Source: an optimization exercise on an open RTL-to-GDS flow (aim: small area and a short achievable clock period). Production flows keep margins and buffers that such runs may drop. At most, simulation tests tie the RTL to the original design; equivalence was not proved. No driver is modelled on the clock port, so clock power and skew are understated where the tree is cut down; a real chip needs a root buffer or a tree. Power and IR drop assume default switching activity.

## fifo
module fifo(input [8-1:0]  data_in,
            input write_enb,
            input read,
            output [8-1:0] data_out,
            output reg full,
            output reg empty,
            input clock,
            input reset
           );
    localparam W    = 8;
    localparam ROWS = 32 - 1;            
    localparam AW   = 5;                     
    localparam CW   = 6;                     
    reg  [W-1:0]    head;                    
    reg  [W-1:0]    mem [0:ROWS-1];
    reg  [ROWS-1:0] rsel;                    
    reg  [AW-1:0]   wptr;                    
    reg  [CW-1:0]   count;                   
    reg             one;                     
    wire le1  = empty | one;                 
    wire two  = (count == 2);
    wire near = (count == 32-1);
    wire mid  = ~le1 & ~full;                
    wire [CW-1:0] cu = count + 1'b1;
    wire [CW-1:0] cd = count - 1'b1;
    wire [CW-1:0] c_w  = full  ? count : cu;
    wire [CW-1:0] c_r  = empty ? count : cd;
    wire [CW-1:0] c_wr = empty ? cu : full ? cd : count;
    wire [AW-1:0] wptr_up = (wptr == ROWS-1) ? {AW{1'b0}} : wptr + 1'b1;
    reg [CW-1:0] count_n;
    reg          one_n;
    always @* begin
      case ({write_enb, read})
        2'b10:   begin count_n = c_w;  one_n = empty; end
        2'b01:   begin count_n = c_r;  one_n = two;   end
        2'b11:   begin count_n = c_wr; one_n = le1;   end
  ...
Size: roughly 0.011 sq mm of cells after synthesis.
Settings: LEC_CHECK=0, CAP_MARGIN=20, CORE_MARGIN=2, CORE_UTILIZATION=40, CTS_CLUSTER_DIAMETER=60, CTS_CLUSTER_SIZE=20, SETUP_SLACK_MARGIN=1.7, SLEW_MARGIN=20; clock period 3.5 ns.
run.sh (not shown) runs the stock make flow with config.mk's settings and CLKGATE_MAP_FILE= SYNTH_SCRIPT=/design/flow/synth_recipe.tcl, a recipe that flattens the netlist after the stock synthesis.
Edit:
CORE_UTILIZATION = 60   (was 40)
- The new run went through all stages and came out clean
- utilization grows by 24 points
- hold slack loses 0.025 ns
- power stays flat
- synthesized area does not change
- sequential power stays flat
- clock power hardly moves
- non-clock buffer count grows by 25
- routed wire length hardly moves
- worst setup slack gains 0.069 ns
- via count grows by 3.4%
No run of this note included a check of the RTL's function; only the layout flow was run.

---

The RTL this note starts from:
==> flow/design.v <==
module fifo(input [8-1:0]  data_in,
            input write_enb,
            input read,
            output [8-1:0] data_out,
            output reg full,
            output reg empty,
            input clock,
            input reset
           );
    localparam W    = 8;
    localparam ROWS = 32 - 1;            
    localparam AW   = 5;                      
    localparam CW   = 6;                      
    reg  [W-1:0]    head;                    
    reg  [W-1:0]    mem [0:ROWS-1];
    reg  [ROWS-1:0] rsel;                    
    reg  [AW-1:0]   wptr;                    
    reg  [CW-1:0]   count;                   
    wire one  = (count == 1);
    wire le1  = empty | one;                 
    wire w    = write_enb & ~full;
    wire r    = read & ~empty;
    wire w_buf = w & ~empty & ~(one & read);
    wire r_buf = read & ~le1;
    assign data_out = head;
    reg [W-1:0] memout;
    integer i;
    always @* begin
      memout = {W{1'b0}};
      for (i = 0; i < ROWS; i = i + 1)
        memout = memout | (mem[i] & {W{rsel[i]}});
    end
    always @(posedge clock)
      if (read | empty)
        head <= le1 ? data_in : memout;
    always @(posedge clock)
      if (w)
        mem[wptr] <= data_in;
    always @(posedge clock)
     begin
      if (~reset)
       begin
        wptr  <= {AW{1'b0}};
        rsel  <= {{(ROWS-1){1'b0}}, 1'b1};
        count <= {CW{1'b0}};
        empty <= 1'b1;
        full  <= 1'b0;
       end
      else
       begin
        if (w_buf)
          wptr <= (wptr == ROWS-1) ? {AW{1'b0}} : wptr + 1'b1;
        if (r_buf)
          rsel <= {rsel[ROWS-2:0], rsel[ROWS-1]};
        if (w & ~r)
         begin
          count <= count + 1'b1;
          empty <= 1'b0;
          full  <= (count == 32-1);
         end
        else if (r & ~w)
         begin
          count <= count - 1'b1;
          empty <= one;
          full  <= 1'b0;
         end
       end
     end
endmodule
clock: 3.5 ns
lec_check: 0
abc_clock_period_in_ps: 1600
cap_margin: 20
core_margin: 2
core_utilization: 40
setup_slack_margin: 1.5
slew_margin: 20
The starting point finished clean.
Next try:
- ABC_CLOCK_PERIOD_IN_PS: 1600 -> unset
- SETUP_SLACK_MARGIN: 1.5 -> unset
Die area stays the same.
Setup slack gets worse by 0.21 ns.
Area after synthesis does not change.
Design area is lower by 3.7%.
Hold slack hardly moves.
Utilization fell by 1.8 points.
Power drops by 7.8%.
Combinational power goes down by 13%.
Routed wire length shrinks by 1.5%.
Cell count barely changes.
Next try:
- ABC_CLOCK_PERIOD_IN_PS: unset -> 1600
- SETUP_SLACK_MARGIN: unset -> 1.9
Outcome:
- synthesized cell count is unchanged
- register-to-register slack gains 0.58 ns
- first-iteration DRC count rose by 0.68%
- total power rose by 2.7%
- clock power is about the same
- routed wire length rose by 5.3%
- combinational power rose by 55%
- core utilization rose by 4.8 points
- synthesized area stays the same
- worst setup slack gains 0.58 ns
- clock-buffer cell count rose by 7

---

== north ==
Another version of the RTL of fifo (not shown whole).
For scale: about 720 cells after synthesis, ~22 I/O pins, about 0.011 sq mm of cells after synthesis.
==> flow/design.v (excerpt) <==
module fifo(input [8-1:0]  data_in,
            input write_enb,
            input read,
            output [8-1:0] data_out,
            output reg full,
            output reg empty,
            input clock,
            input reset
           );
==> flow/config.mk <==
export PLATFORM = sky130hd
export DESIGN_NAME = fifo
export DESIGN_NICKNAME = fifo
export VERILOG_FILES = /design/flow/design.v
export SDC_FILE = /design/flow/constraint.sdc
export NUM_CORES = 4
export LEC_CHECK = 0
export CAP_MARGIN = 20
export CORE_MARGIN = 2
export CORE_UTILIZATION = 50
export SETUP_SLACK_MARGIN = 1.85
export SLEW_MARGIN = 20
export SYNTH_HIERARCHICAL = 1
export TNS_END_PERCENT = 10
==> flow/constraint.sdc <==
create_clock -name core_clock -period 3.5 [get_ports {clock}]
set_input_delay 0.7000 -clock core_clock [delete_from_list [all_inputs] [get_ports {clock}]]
set_output_delay 0.7000 -clock core_clock [all_outputs]
set_load 0.01 [all_outputs]
standard.sh (not shown) runs the stock make flow with config.mk's settings and CLKGATE_MAP_FILE= SYNTH_SCRIPT=/design/flow/synth_recipe.tcl, a recipe that flattens the netlist after the stock synthesis.
==> flow/flow/run.sh <==
#!/bin/bash
set -euo pipefail
here=$(pwd)
res=$here/orfs/results/sky130hd/fifo/base
export BUFFER_PORTS_ARGS="-buffer_cell sky130_fd_sc_hd__buf_2"
bash standard.sh synth > synth.log 2>&1
bash standard.sh run RUN_SCRIPT=$here/flow/downsize.tcl RUN_LOG_NAME_STEM=1_4_downsize > downsize.log 2>&1
grep -q "^downsize:" downsize.log
touch $res/1_synth.sdc
bash standard.sh place > place.log 2>&1
bash standard.sh run RUN_SCRIPT=$here/flow/my_cts.tcl RUN_LOG_NAME_STEM=4_1_cts_custom > cts.log 2>&1
test -f $res/4_1_cts.odb
cp $res/4_1_cts.odb $res/4_cts.odb
touch $res/4_cts.sdc
bash standard.sh finish > finish.log 2>&1
Other scripts of this flow, unchanged in this note and not shown: flow/flow/downsize.tcl, flow/flow/my_cts.tcl
north completed every stage of the flow, and the final layout passed the timing, design-rule and antenna checks.
Inputs modified between north and south:
--- a/flow/config.mk
+++ b/flow/config.mk
@@ -8,6 +8,6 @@
 export CAP_MARGIN = 20
 export CORE_MARGIN = 2
-export CORE_UTILIZATION = 50
-export SETUP_SLACK_MARGIN = 1.85
+export CORE_UTILIZATION = 60
+export SETUP_SLACK_MARGIN = 1.95
 export SLEW_MARGIN = 20
 export SYNTH_HIERARCHICAL = 1
### Flow results
south finished every stage and its layout cleared the timing, design-rule and antenna checks.
The final standard cell area without fillers on north is in line with that on south.
Comparing north with south, the worst-case register-to-register setup slack came out essentially unchanged.
north → south: worst hold slack went down, fraction of area in registers level, placed standard-cell area down 0.87%, clock group share of total power flat.
## Diff of input files: east against south
--- a/flow/config.mk
+++ b/flow/config.mk
@@ -8,5 +8,5 @@
 export CAP_MARGIN = 20
 export CORE_MARGIN = 2
-export CORE_UTILIZATION = 60
+export CORE_UTILIZATION = 50
 export SETUP_SLACK_MARGIN = 1.95
 export SLEW_MARGIN = 20
--- outcome ---
east completed; timing, DRC and antenna clean. [east] cell area power density fell about 1.6% relative to south. The final reports for east and south show starting density of the core lower in the former. Total internal power of south is on par with east. Origin of the worst setup path: rbn[7] -> south, data_in[4] -> east. Net switching component of the power in east is 0.96% higher than in south. [east] post-layout instance area rose about 2% relative to south. met2 routed wirelength in east is 290 um above south. Comparing south against east, there is no change at all in combined area of all synthesized cells. Re first-pass GRT wire length: east and south aren't equal, and the lower value belongs to east. Of east and south, the lower post-detailed-routing wire length belongs to south.
No run of this note takes its clock network from TritonCTS; it comes from the design's own scripts or RTL.

---

fifo, a different RTL version from the one above (not shown whole).
Size: about 300 flip-flops, about 12,000 um2 of cells after synthesis.
clock: 3.5 ns
lec_check: 0
cap_margin: 20
core_margin: 2
core_utilization: 40
cts_cluster_diameter: 100
cts_cluster_size: 30
setup_slack_margin: 1.9
slew_margin: 20
run.sh (not shown) runs the stock make flow with config.mk's settings and CLKGATE_MAP_FILE= SYNTH_SCRIPT=/design/flow/synth_recipe.tcl, a recipe that flattens the netlist after the stock synthesis.
Stock flow here: none of the scripts above is used.
==> next run, changes <==
- CTS_CLUSTER_DIAMETER: 100 -> not set
- CTS_CLUSTER_SIZE: 30 -> not set
Outcome:
- The changed run ran to the end with no violations
- routed wire length is higher slightly
- power climbs by about a fifth
- first-iteration DRC count decreases slightly
- utilization increases by 2.0 points
- non-clock buffer count does not change
Function was not checked in any run of this note: the RTL went through the layout flow alone.

---

== run A ==
Another version of the RTL of fifo (not shown whole).
export LEC_CHECK = 0
export CAP_MARGIN = 20
export CORE_MARGIN = 2
export CORE_UTILIZATION = 50
export SETUP_SLACK_MARGIN = 1.95
export SLEW_MARGIN = 20
export SYNTH_HIERARCHICAL = 1
export TNS_END_PERCENT = 20
create_clock -name core_clock -period 3.5 [get_ports {clock}]
standard.sh (not shown) runs the stock make flow with config.mk's settings and CLKGATE_MAP_FILE= SYNTH_SCRIPT=/design/flow/synth_recipe.tcl, a recipe that flattens the netlist after the stock synthesis.
==> flow/flow/run.sh <==
#!/bin/bash
set -euo pipefail
here=$(pwd)
res=$here/orfs/results/sky130hd/fifo/base
export BUFFER_PORTS_ARGS="-buffer_cell sky130_fd_sc_hd__buf_2"
export MY_CTS_K=18 MY_CTS_LEAF=sky130_fd_sc_hd__clkbuf_8 MY_CTS_ROOT=sky130_fd_sc_hd__clkbuf_8
bash standard.sh synth > synth.log 2>&1
bash standard.sh run RUN_SCRIPT=$here/flow/downsize.tcl RUN_LOG_NAME_STEM=1_4_downsize > downsize.log 2>&1
grep -q "^downsize:" downsize.log
touch $res/1_synth.sdc
bash standard.sh place > place.log 2>&1
bash standard.sh run RUN_SCRIPT=$here/flow/my_cts.tcl RUN_LOG_NAME_STEM=4_1_cts_custom > cts.log 2>&1
test -f $res/4_1_cts.odb
cp $res/4_1_cts.odb $res/4_cts.odb
touch $res/4_cts.sdc
bash standard.sh finish > finish.log 2>&1
==> flow/flow/my_cts.tcl <==
source $::env(SCRIPTS_DIR)/load.tcl
erase_non_stage_variables cts
load_design 3_place.odb 3_place.sdc

set K        [expr {[info exists ::env(MY_CTS_K)] ? $::env(MY_CTS_K) : 12}]
set LEAF     [expr {[info exists ::env(MY_CTS_LEAF)] ? $::env(MY_CTS_LEAF) : "sky130_fd_sc_hd__clkbuf_16"}]
set R        [expr {[info exists ::env(MY_CTS_R)] ? $::env(MY_CTS_R) : 4}]
set ROOT     [expr {[info exists ::env(MY_CTS_ROOT)] ? $::env(MY_CTS_ROOT) : "sky130_fd_sc_hd__clkbuf_16"}]

set block [ord::get_db_block]

# Output port buffers: move each next to the register that drives it (the
# buffer then drives the wire to the pin), unless MY_CTS_KEEP_OUTBUF is set.
if {![info exists ::env(MY_CTS_KEEP_OUTBUF)]} {
  foreach bt [$block getBTerms] {
    if {[$bt getIoType] ne "OUTPUT"} continue
    set net [$bt getNet]
    set drv ""
    foreach it [$net getITerms] { if {[$it isOutputSignal]} { set drv [$it getInst] } }
    if {$drv eq ""} continue
    set a ""
    foreach it [$drv getITerms] { if {[$it isInputSignal]} { set a $it } }
    if {$a eq "" || [$a getNet] eq "NULL"} continue
    set src ""
    foreach it [[$a getNet] getITerms] { if {[$it isOutputSignal]} { set src [$it getInst] } }
    if {$src eq ""} continue
    set box [$src getBBox]
    $drv setLocation [$box xMax] [$box yMin]
    puts "my_cts: output buffer [$drv getName] moved next to [$src getName]"
  }
}
set clk_net [$block findNet clock]

# register clock pins on the clock net
set sinks {}
foreach it [$clk_net getITerms] {
  set inst [$it getInst]
  set box [$inst getBBox]
  set x [expr {([$box xMin] + [$box xMax]) / 2.0}]
  set y [expr {([$box yMin] + [$box yMax]) / 2.0}]
  lappend sinks [list $it $x $y]
}
set n [llength $sinks]
puts "my_cts: $n sinks, $K clusters"

# k-means, seeded with sinks spread along the sorted-by-x order
set sorted [lsort -real -index 1 $sinks]
set cent {}
for {set k 0} {$k < $K} {incr k} {
  set s [lindex $sorted [expr {int(($k + 0.5) * $n / $K)}]]
  lappend cent [list [lindex $s 1] [lindex $s 2]]
}
set cap [expr {int(ceil(1.15 * $n / $K))}]
for {set iter 0} {$iter < 40} {incr iter} {
  # capacity-limited assignment: sinks in order of best distance
  set cand {}
  set si 0
  foreach s $sinks {
    set k 0
    foreach c $cent {
      set d [expr {abs([lindex $s 1] - [lindex $c 0]) + abs([lindex $s 2] - [lindex $c 1])}]
      lappend cand [list $d $si $k]
      incr k
    }
    incr si
  }
  set cand [lsort -real -index 0 $cand]
  array unset asg
  array unset cnt
  for {set k 0} {$k < $K} {incr k} { set cnt($k) 0 }
  foreach c $cand {
    lassign $c d si k
    if {[info exists asg($si)]} continue
    if {$cnt($k) >= $cap} continue
    set asg($si) $k
    incr cnt($k)
  }
  set newc {}
  for {set k 0} {$k < $K} {incr k} { set sx($k) 0.0; set sy($k) 0.0 }
  for {set si 0} {$si < $n} {incr si} {
    set k $asg($si)
    set s [lindex $sinks $si]
    set sx($k) [expr {$sx($k) + [lindex $s 1]}]
    set sy($k) [expr {$sy($k) + [lindex $s 2]}]
  }
  for {set k 0} {$k < $K} {incr k} {
    if {$cnt($k) > 0} {
      lappend newc [list [expr {$sx($k) / $cnt($k)}] [expr {$sy($k) / $cnt($k)}]]
    } else {
      lappend newc [lindex $cent $k]
    }
  }
  set cent $newc
}

set lib_root [get_lib_cells $ROOT]
set lib_leaf [get_lib_cells $LEAF]
set db [ord::get_db]
set m_root [$db findMaster $ROOT]
set m_leaf [$db findMaster $LEAF]

# group the leaf buffers: k-means on the leaf positions, R groups
set lsorted {}
for {set k 0} {$k < $K} {incr k} { lappend lsorted [list $k {*}[lindex $cent $k]] }
set lsorted [lsort -real -index 1 $lsorted]
set rcent {}
for {set r 0} {$r < $R} {incr r} {
  set s [lindex $lsorted [expr {int(($r + 0.5) * $K / $R)}]]
  lappend rcent [list [lindex $s 1] [lindex $s 2]]
}
set rcap [expr {int(ceil(1.0 * $K / $R))}]
for {set iter 0} {$iter < 30} {incr iter} {
  set cand {}
  for {set k 0} {$k < $K} {incr k} {
    set c [lindex $cent $k]
    set r 0
    foreach rc $rcent {
      lappend cand [list [expr {abs([lindex $c 0] - [lindex $rc 0]) + abs([lindex $c 1] - [lindex $rc 1])}] $k $r]
      incr r
    }
  }
  set cand [lsort -real -index 0 $cand]
  array unset rasg
  array unset rcnt
  for {set r 0} {$r < $R} {incr r} { set rcnt($r) 0; set rsx($r) 0.0; set rsy($r) 0.0 }
  foreach c $cand {
    lassign $c d k r
    if {[info exists rasg($k)]} continue
    if {$rcnt($r) >= $rcap} continue
    set rasg($k) $r
    incr rcnt($r)
  }
  for {set k 0} {$k < $K} {incr k} {
    set r $rasg($k)
    set rsx($r) [expr {$rsx($r) + [lindex [lindex $cent $k] 0]}]
    set rsy($r) [expr {$rsy($r) + [lindex [lindex $cent $k] 1]}]
  }
  set newr {}
  for {set r 0} {$r < $R} {incr r} {
    if {$rcnt($r) > 0} {
      lappend newr [list [expr {$rsx($r) / $rcnt($r)}] [expr {$rsy($r) / $rcnt($r)}]]
    } else {
      lappend newr [lindex $rcent $r]
    }
  }
  set rcent $newr
}

for {set r 0} {$r < $R} {incr r} {
  set rc [lindex $rcent $r]
  set root [odb::dbInst_create $block $m_root clkbuf_root_$r]
  $root setLocation [expr {int([lindex $rc 0])}] [expr {int([lindex $rc 1])}]
  $root setPlacementStatus PLACED
  set rnet [odb::dbNet_create $block clknet_root_$r]
  $rnet setSigType CLOCK
  [$root findITerm A] connect $clk_net
  [$root findITerm X] connect $rnet
  set rootnet($r) $rnet
  puts "my_cts: root $r: $rcnt($r) leaves at $rc"
}

for {set k 0} {$k < $K} {incr k} {
  set c [lindex $cent $k]
  set leaf [odb::dbInst_create $block $m_leaf clkbuf_leaf_$k]
  $leaf setLocation [expr {int([lindex $c 0])}] [expr {int([lindex $c 1])}]
  $leaf setPlacementStatus PLACED
  set net [odb::dbNet_create $block clknet_leaf_$k]
  $net setSigType CLOCK
  [$leaf findITerm A] connect $rootnet($rasg($k))
  [$leaf findITerm X] connect $net
  set leafnet($k) $net
}
for {set si 0} {$si < $n} {incr si} {
  set it [lindex [lindex $sinks $si] 0]
  $it disconnect
  $it connect $leafnet($asg($si))
}
for {set k 0} {$k < $K} {incr k} { puts "my_cts: leaf $k: $cnt($k) sinks at [lindex $cent $k]" }

set_propagated_clock [all_clocks]
estimate_parasitics -placement
report_clock_skew
report_clock_latency

set_placement_padding -global \
  -left $::env(CELL_PAD_IN_SITES_DETAIL_PLACEMENT) \
  -right $::env(CELL_PAD_IN_SITES_DETAIL_PLACEMENT)
detailed_placement
estimate_parasitics -placement

if { !$::env(SKIP_CTS_REPAIR_TIMING) } {
  repair_timing_helper
  detailed_placement
  check_placement -verbose
}
estimate_parasitics -placement
report_clock_skew
report_clock_latency
report_worst_slack

orfs_write_db $::env(RESULTS_DIR)/4_1_cts.odb
orfs_write_sdc $::env(RESULTS_DIR)/4_cts.sdc
Other scripts of this flow, unchanged in this note and not shown: flow/flow/downsize.tcl
Run A finished every stage and its layout cleared the timing, design-rule and antenna checks.
## Diff of input files: run B against run A
# run A
export LEC_CHECK = 0
export CAP_MARGIN = 20
export CORE_MARGIN = 2
export CORE_UTILIZATION = 50
export SETUP_SLACK_MARGIN = 1.95
export SLEW_MARGIN = 20
export SYNTH_HIERARCHICAL = 1
export TNS_END_PERCENT = 20
create_clock -name core_clock -period 3.5 [get_ports {clock}]
# run B
export LEC_CHECK = 0
export CAP_MARGIN = 20
export CORE_MARGIN = 2
export CORE_UTILIZATION = 50
export SETUP_SLACK_MARGIN = 1.95
export SLEW_MARGIN = 20
export SYNTH_HIERARCHICAL = 1
export TNS_END_PERCENT = 10
create_clock -name core_clock -period 3.5 [get_ports {clock}]
-- flow/flow/run.sh --
<<< run A, line 5
export BUFFER_PORTS_ARGS="-buffer_cell sky130_fd_sc_hd__buf_2"
export MY_CTS_K=18 MY_CTS_LEAF=sky130_fd_sc_hd__clkbuf_8 MY_CTS_ROOT=sky130_fd_sc_hd__clkbuf_8
bash standard.sh synth > synth.log 2>&1
>>> run B, line 5
export BUFFER_PORTS_ARGS="-buffer_cell sky130_fd_sc_hd__buf_2"
export MY_CTS_K=16 MY_CTS_LEAF=sky130_fd_sc_hd__clkbuf_8 MY_CTS_ROOT=sky130_fd_sc_hd__clkbuf_8
bash standard.sh synth > synth.log 2>&1
Findings:
Comparing run A and run B, the higher average via count per standard cell was measured on run B. Looking only at delay of the slowest cell on the worst path, and setting everything else aside, the lower value of run A and run B goes to run B. Area: run B vs run A -> run B larger. [run B] sum of internal, switching and leakage power fell about 1.1% relative to run A. The global-route usage number comes out lower for run B vs run A.
[inputs] run C vs run B
# run B
export LEC_CHECK = 0
export CAP_MARGIN = 20
export CORE_MARGIN = 2
export CORE_UTILIZATION = 50
export SETUP_SLACK_MARGIN = 1.95
export SLEW_MARGIN = 20
export SYNTH_HIERARCHICAL = 1
export TNS_END_PERCENT = 10
create_clock -name core_clock -period 3.5 [get_ports {clock}]
# run C
export LEC_CHECK = 0
export CAP_MARGIN = 20
export CORE_MARGIN = 2
export CORE_UTILIZATION = 50
export SETUP_SLACK_MARGIN = 2.05
export SLEW_MARGIN = 20
export SYNTH_HIERARCHICAL = 1
export TNS_END_PERCENT = 10
create_clock -name core_clock -period 3.5 [get_ports {clock}]
-- flow/flow/run.sh --
<<< run B, line 5
export BUFFER_PORTS_ARGS="-buffer_cell sky130_fd_sc_hd__buf_2"
export MY_CTS_K=16 MY_CTS_LEAF=sky130_fd_sc_hd__clkbuf_8 MY_CTS_ROOT=sky130_fd_sc_hd__clkbuf_8
bash standard.sh synth > synth.log 2>&1
>>> run C, line 5
export BUFFER_PORTS_ARGS="-buffer_cell sky130_fd_sc_hd__buf_2"
export MY_CTS_K=18 MY_CTS_LEAF=sky130_fd_sc_hd__clkbuf_8 MY_CTS_ROOT=sky130_fd_sc_hd__clkbuf_8
bash standard.sh synth > synth.log 2>&1
--- outcome ---
Total non-filler cell area in the finished layout is lower on run B
Worst hold slack, run B and run C, lower one = run C.
Run C packs its core tighter than run B.
In the tables for run B and run C, proportion of power drawn by the clock network reads higher with run C.
Lower shortest clock period the worst path allows after layout among run B and run C: run C
Diff run B -> run C: met1 usage in global routing picked up an extra 1.3 points; net count of the finished layout picked up an extra about 2%.
> inputs changed (run C -> run D)
# run C
export LEC_CHECK = 0
export CAP_MARGIN = 20
export CORE_MARGIN = 2
export CORE_UTILIZATION = 50
export SETUP_SLACK_MARGIN = 2.05
export SLEW_MARGIN = 20
export SYNTH_HIERARCHICAL = 1
export TNS_END_PERCENT = 10
create_clock -name core_clock -period 3.5 [get_ports {clock}]
# run D
export LEC_CHECK = 0
export CAP_MARGIN = 20
export CORE_MARGIN = 2
export CORE_UTILIZATION = 50
export SETUP_SLACK_MARGIN = 1.95
export SLEW_MARGIN = 20
export SYNTH_HIERARCHICAL = 1
export TNS_END_PERCENT = 10
create_clock -name core_clock -period 3.5 [get_ports {clock}]
-- flow/flow/run.sh --
<<< run C, line 5
export BUFFER_PORTS_ARGS="-buffer_cell sky130_fd_sc_hd__buf_2"
export MY_CTS_K=18 MY_CTS_LEAF=sky130_fd_sc_hd__clkbuf_8 MY_CTS_ROOT=sky130_fd_sc_hd__clkbuf_8
bash standard.sh synth > synth.log 2>&1
>>> run D, line 5
export BUFFER_PORTS_ARGS="-buffer_cell sky130_fd_sc_hd__buf_2"
bash standard.sh synth > synth.log 2>&1
-- flow/flow/my_cts.tcl --
<<< run C, line 10
set block [ord::get_db_block]

# Output port buffers: move each next to the register that drives it (the
# buffer then drives the wire to the pin), unless MY_CTS_KEEP_OUTBUF is set.
if {![info exists ::env(MY_CTS_KEEP_OUTBUF)]} {
  foreach bt [$block getBTerms] {
    if {[$bt getIoType] ne "OUTPUT"} continue
    set net [$bt getNet]
    set drv ""
    foreach it [$net getITerms] { if {[$it isOutputSignal]} { set drv [$it getInst] } }
    if {$drv eq ""} continue
    set a ""
    foreach it [$drv getITerms] { if {[$it isInputSignal]} { set a $it } }
    if {$a eq "" || [$a getNet] eq "NULL"} continue
    set src ""
    foreach it [[$a getNet] getITerms] { if {[$it isOutputSignal]} { set src [$it getInst] } }
    if {$src eq ""} continue
    set box [$src getBBox]
    $drv setLocation [$box xMax] [$box yMin]
    puts "my_cts: output buffer [$drv getName] moved next to [$src getName]"
  }
}
set clk_net [$block findNet clock]
>>> run D, line 10
set block [ord::get_db_block]
set clk_net [$block findNet clock]
### Flow results
Diff run C -> run D: area growth from synthesis to layout fell by 0.82 points, number of buffer and inverter instances along the worst setup path barely changed. Area used by sequential logic in the layout: run C vs run D, no meaningful difference. Relative to run C, core utilization of the finished layout has decreased by 0.42 points in run D. When the final numbers for run C and run D were put side by side, the count of fill cells added during filler insertion turned out to be greater in run D. Run D vs run C, instance count: run D lower. | portion of total power attributed to combinational logic | run D vs run C | 0.8 points lower |. Run C was larger in final cell area than run D. Comparing run C and run D, the higher clock skew was measured on run C. Looking at total number of vias across run C and run D, the one that comes out higher is run D.
In every run of this note, the design's own scripts or RTL, not TritonCTS, make the clock network.

## what the ideal ports hide
How much do the figures lean on ideal ports? The routed layouts below were timed once more, with nothing changed but the port constraints. Step 1 assumes that a clkbuf_16 drives the clock port and a buf_2 every other input. Step 2 times the ports against the registers' clock, not the clock port: input delays grow and output delays shrink by t, the midpoint of the rising clock arrivals with the driver on. a / b / c = ideal ports / drivers / drivers and shift; a / b = the first two.
run | t (ns) | slack for setup (ns) | hold WS [ns] | worst setup path at the end | pins driven straight from the clock port
the first run of note 1 | 0.580 | 1.571 / 1.571 / 1.139 | 0.518 / 0.500 / 0.518 | input to register | 1
the second run of note 1 | 0.569 | 1.640 / 1.640 / 1.276 | 0.493 / 0.493 / 0.493 | input to register | 1
the first run of note 2 | 0.618 | 1.310 / 1.333 / 0.715 | 0.496 / 0.496 / 0.496 | input to register | 1
the second run of note 2 | 0.597 | 1.098 / 1.098 / 0.561 | 0.496 / 0.496 / 0.496 | input to register | 1
the third run of note 2 | 0.609 | 1.680 / 1.678 / 1.123 | 0.489 / 0.489 / 0.489 | input to register | 1
north | 0.394 | 1.820 / 1.783 / 1.473 | 0.558 / 0.558 / 0.558 | input to register | 4
south | 0.393 | 1.825 / 1.825 / 1.546 | 0.547 / 0.547 / 0.547 | input to register | 4
east | 0.394 | 1.857 / 1.774 / 1.532 | 0.522 / 0.522 / 0.522 | input to register | 4
the first run of note 4 | 0.542 | 1.559 / 1.559 / 1.132 | 0.465 / 0.442 / 0.490 | input to register | 1
the second run of note 4 | 0.605 | 1.526 / 1.526 / 1.045 | 0.470 / 0.450 / 0.484 | input to register | 1
run A | 0.391 | 1.888 / 1.846 / 1.573 | 0.418 / 0.418 / 0.418 | input to register | 4
run B | 0.392 | 1.910 / 1.860 / 1.565 | 0.442 / 0.442 / 0.442 | input to register | 4
run C | 0.393 | 1.921 / 1.846 / 1.596 | 0.416 / 0.416 / 0.416 | input to register | 4
run D | 0.385 | 1.808 / 1.717 / 1.607 | 0.430 / 0.430 / 0.430 | input to register | 4
After both steps setup and hold are still met in every run listed. For the first run of note 2, which loses most, drivers alone change the setup slack by +0.023 ns; drivers and shift together by -0.595 ns.
